What follows belongs to an exercise in optimizing a design on an open flow for small area, a short achievable clock period and few clock cycles per item; a production flow would make more cautious choices. In this exercise RTL edits were held to simulation tests only and were not proved equivalent to the original. Power figures rest on the tool's default switching activity, not on a simulated workload.

Setup of job 8460:
## md5
module md5(
    input clk,
    input reset,
    input [0:8*8-1] input_num,
    input input_valid,
    output [0:128-1] output_hash,
    output output_valid
);
export LEC_CHECK = 0
export ABC_AREA = 1
export CAP_MARGIN = 20
export CORE_MARGIN = 2
export CORE_UTILIZATION = 40
export PLACE_DENSITY = 0.6
export SETUP_SLACK_MARGIN = 4.5
export SLEW_MARGIN = 20
create_clock -name core_clock -period 10.0 [get_ports {clk}]
run.sh (not shown) runs the stock make flow with config.mk's settings and CLKGATE_MAP_FILE= SYNTH_SCRIPT=/design/flow/synth_recipe.tcl, a recipe that flattens the netlist after the stock synthesis.
Testbench counts of job 8460, summed over its fixed seeds: cycles 26,872, hashes 384.
## Diff of input files: job 7210 against job 8460
-- flow/config.mk --
<<< job 8460, line 8
export ABC_AREA = 1
export CAP_MARGIN = 20
export CORE_MARGIN = 2
export CORE_UTILIZATION = 40
>>> job 7210, line 8
export ABC_AREA = 1
export CAP_MARGIN = 20
export CELL_PAD_IN_SITES_DETAIL_PLACEMENT = 1
export CORE_MARGIN = 2
export CORE_UTILIZATION = 40
- Job 7210 ended up with sky130_fd_sc_hd__o21ai_0 as its slowest cell on the critical path; job 8460 ended up with sky130_fd_sc_hd__nor2_1.
- Job 7210 vs job 8460: post-CTS setup buffer count up
- Job 7210 vs job 8460 — worst slack at placement dropped 0.084 ns.
- Cell count (job 7210 vs. job 8460) increases slightly
- Summary of job 7210 over job 8460: multi-input logic portion of the cell area picked up an extra 0.59 points, aggregate global-route resource usage moved up, critical path depth in cells higher.
- Taking job 8460 as 1.0, job 7210 lands at 1.11 on number of buffers outside the clock class in the layout.
[inputs] job 4458 vs job 7210
==> flow/flow/run.sh (new file) <==
#!/bin/bash
set -euo pipefail
export BUFFER_PORTS_ARGS="-buffer_cell sky130_fd_sc_hd__buf_1"
bash standard.sh > standard.log 2>&1
==> flow/standard.sh (new file) <==
#!/bin/bash
# synth_recipe.tcl (not shown) runs the flow's synth.tcl, then flattens the netlist and writes it again
# the make line also repeats each setting of config.mk as NAME=value (left out here)
make -C /OpenROAD-flow-scripts/flow DESIGN_CONFIG=/design/flow/config.mk WORK_HOME=/design/flow/orfs CLKGATE_MAP_FILE= SYNTH_SCRIPT=/design/flow/synth_recipe.tcl "${@:-finish}"
==> flow/config.mk <==
export PLATFORM = sky130hd
export DESIGN_NAME = md5
export DESIGN_NICKNAME = md5
export VERILOG_FILES = /design/flow/design.v
export SDC_FILE = /design/flow/constraint.sdc
export NUM_CORES = 4
export LEC_CHECK = 0
export ABC_AREA = 1
export CAP_MARGIN = 20
export CORE_MARGIN = 2
export CORE_UTILIZATION = 40
export PLACE_DENSITY = 0.6
export SETUP_SLACK_MARGIN = 5
export SLEW_MARGIN = 20
removed: flow/run.sh
==> comparison <==
Compared with job 7210, in job 4458 via count now sits lower; highest clock rate now sits higher; fraction of power consumed by the clock network now sits lower. Combinational power share delta for job 4458 relative to job 7210: 0.3 points higher. Lower number of buffer and inverter stages on the critical path goes to job 7210 over job 4458. Compared with job 7210, job 4458 instantiates a larger number of standard cells. On horizontal die dimension, job 7210 and job 4458 are neck and neck. Job 4458 gives more final worst slack than job 7210 did.
Input changes introduced in job 4215 (baseline for comparison: job 4458):
==> flow/run.sh (new file) <==
#!/bin/bash
# synth_recipe.tcl (not shown) runs the flow's synth.tcl, then flattens the netlist and writes it again
# the make line also repeats each setting of config.mk as NAME=value (left out here)
make -C /OpenROAD-flow-scripts/flow DESIGN_CONFIG=/design/flow/config.mk WORK_HOME=/design/flow/orfs CLKGATE_MAP_FILE= SYNTH_SCRIPT=/design/flow/synth_recipe.tcl finish
==> flow/config.mk <==
export PLATFORM = sky130hd
export DESIGN_NAME = md5
export DESIGN_NICKNAME = md5
export VERILOG_FILES = /design/flow/design.v
export SDC_FILE = /design/flow/constraint.sdc
export NUM_CORES = 4
export LEC_CHECK = 0
export CAP_MARGIN = 20
export CORE_MARGIN = 2
export CORE_UTILIZATION = 40
export PLACE_DENSITY = 0.6
export SLEW_MARGIN = 20
removed: flow/flow/run.sh
removed: flow/standard.sh
[summary]
Job 4215 completed; timing, DRC and antenna clean
Critical path depth ended up about 12% lower on job 4215 than on job 4458.
Sequential share of layout area: job 4215 > job 4458
Looking at number of global-route vias before repair, job 4215 sits 2,911 below job 4458.
Compared with job 4458, in job 4215 combinational power has decreased; y dimension of the die -about 1.3%; share of total power in the clock network rose 2.2 points.

afterwards: timing with drivers on the ports:
Ports are ideal in the flow. The routed layouts listed here were re-timed in OpenROAD. Step 1 (the two cells are an assumption about what drives the block):
set clk [get_ports {clk}]
set_driving_cell -lib_cell sky130_fd_sc_hd__clkbuf_16 $clk
set_driving_cell -lib_cell sky130_fd_sc_hd__buf_2 [delete_from_list [all_inputs] $clk]
Step 2 adds t to the input delays and takes it off the output delays; t is the mean of the earliest and latest rising clock arrival at the registers after step 1. Input paths then give back, and output paths get back, about the clock's delay inside the block. a / b / c = no drivers / after step 1 / after step 2; a / b = the first two.
run | t (ns) | setup WS [ns] | hold WS [ns]
job 8460 | 0.657 | 4.625 / 4.625 / 4.504 | 0.507 / 0.507 / 0.507
job 7210 | 0.639 | 3.416 / 3.416 / 3.416 | 0.505 / 0.505 / 0.505
job 4458 | 0.651 | 4.668 / 4.668 / 4.668 | 0.480 / 0.480 / 0.480
job 4215 | 0.622 | 1.297 / 1.297 / 1.297 | 0.493 / 0.493 / 0.493
After both steps every run listed still meets setup and hold. The setup slack of job 8460, which loses most, moves by 0.000 ns with the drivers and by -0.121 ns with both steps.
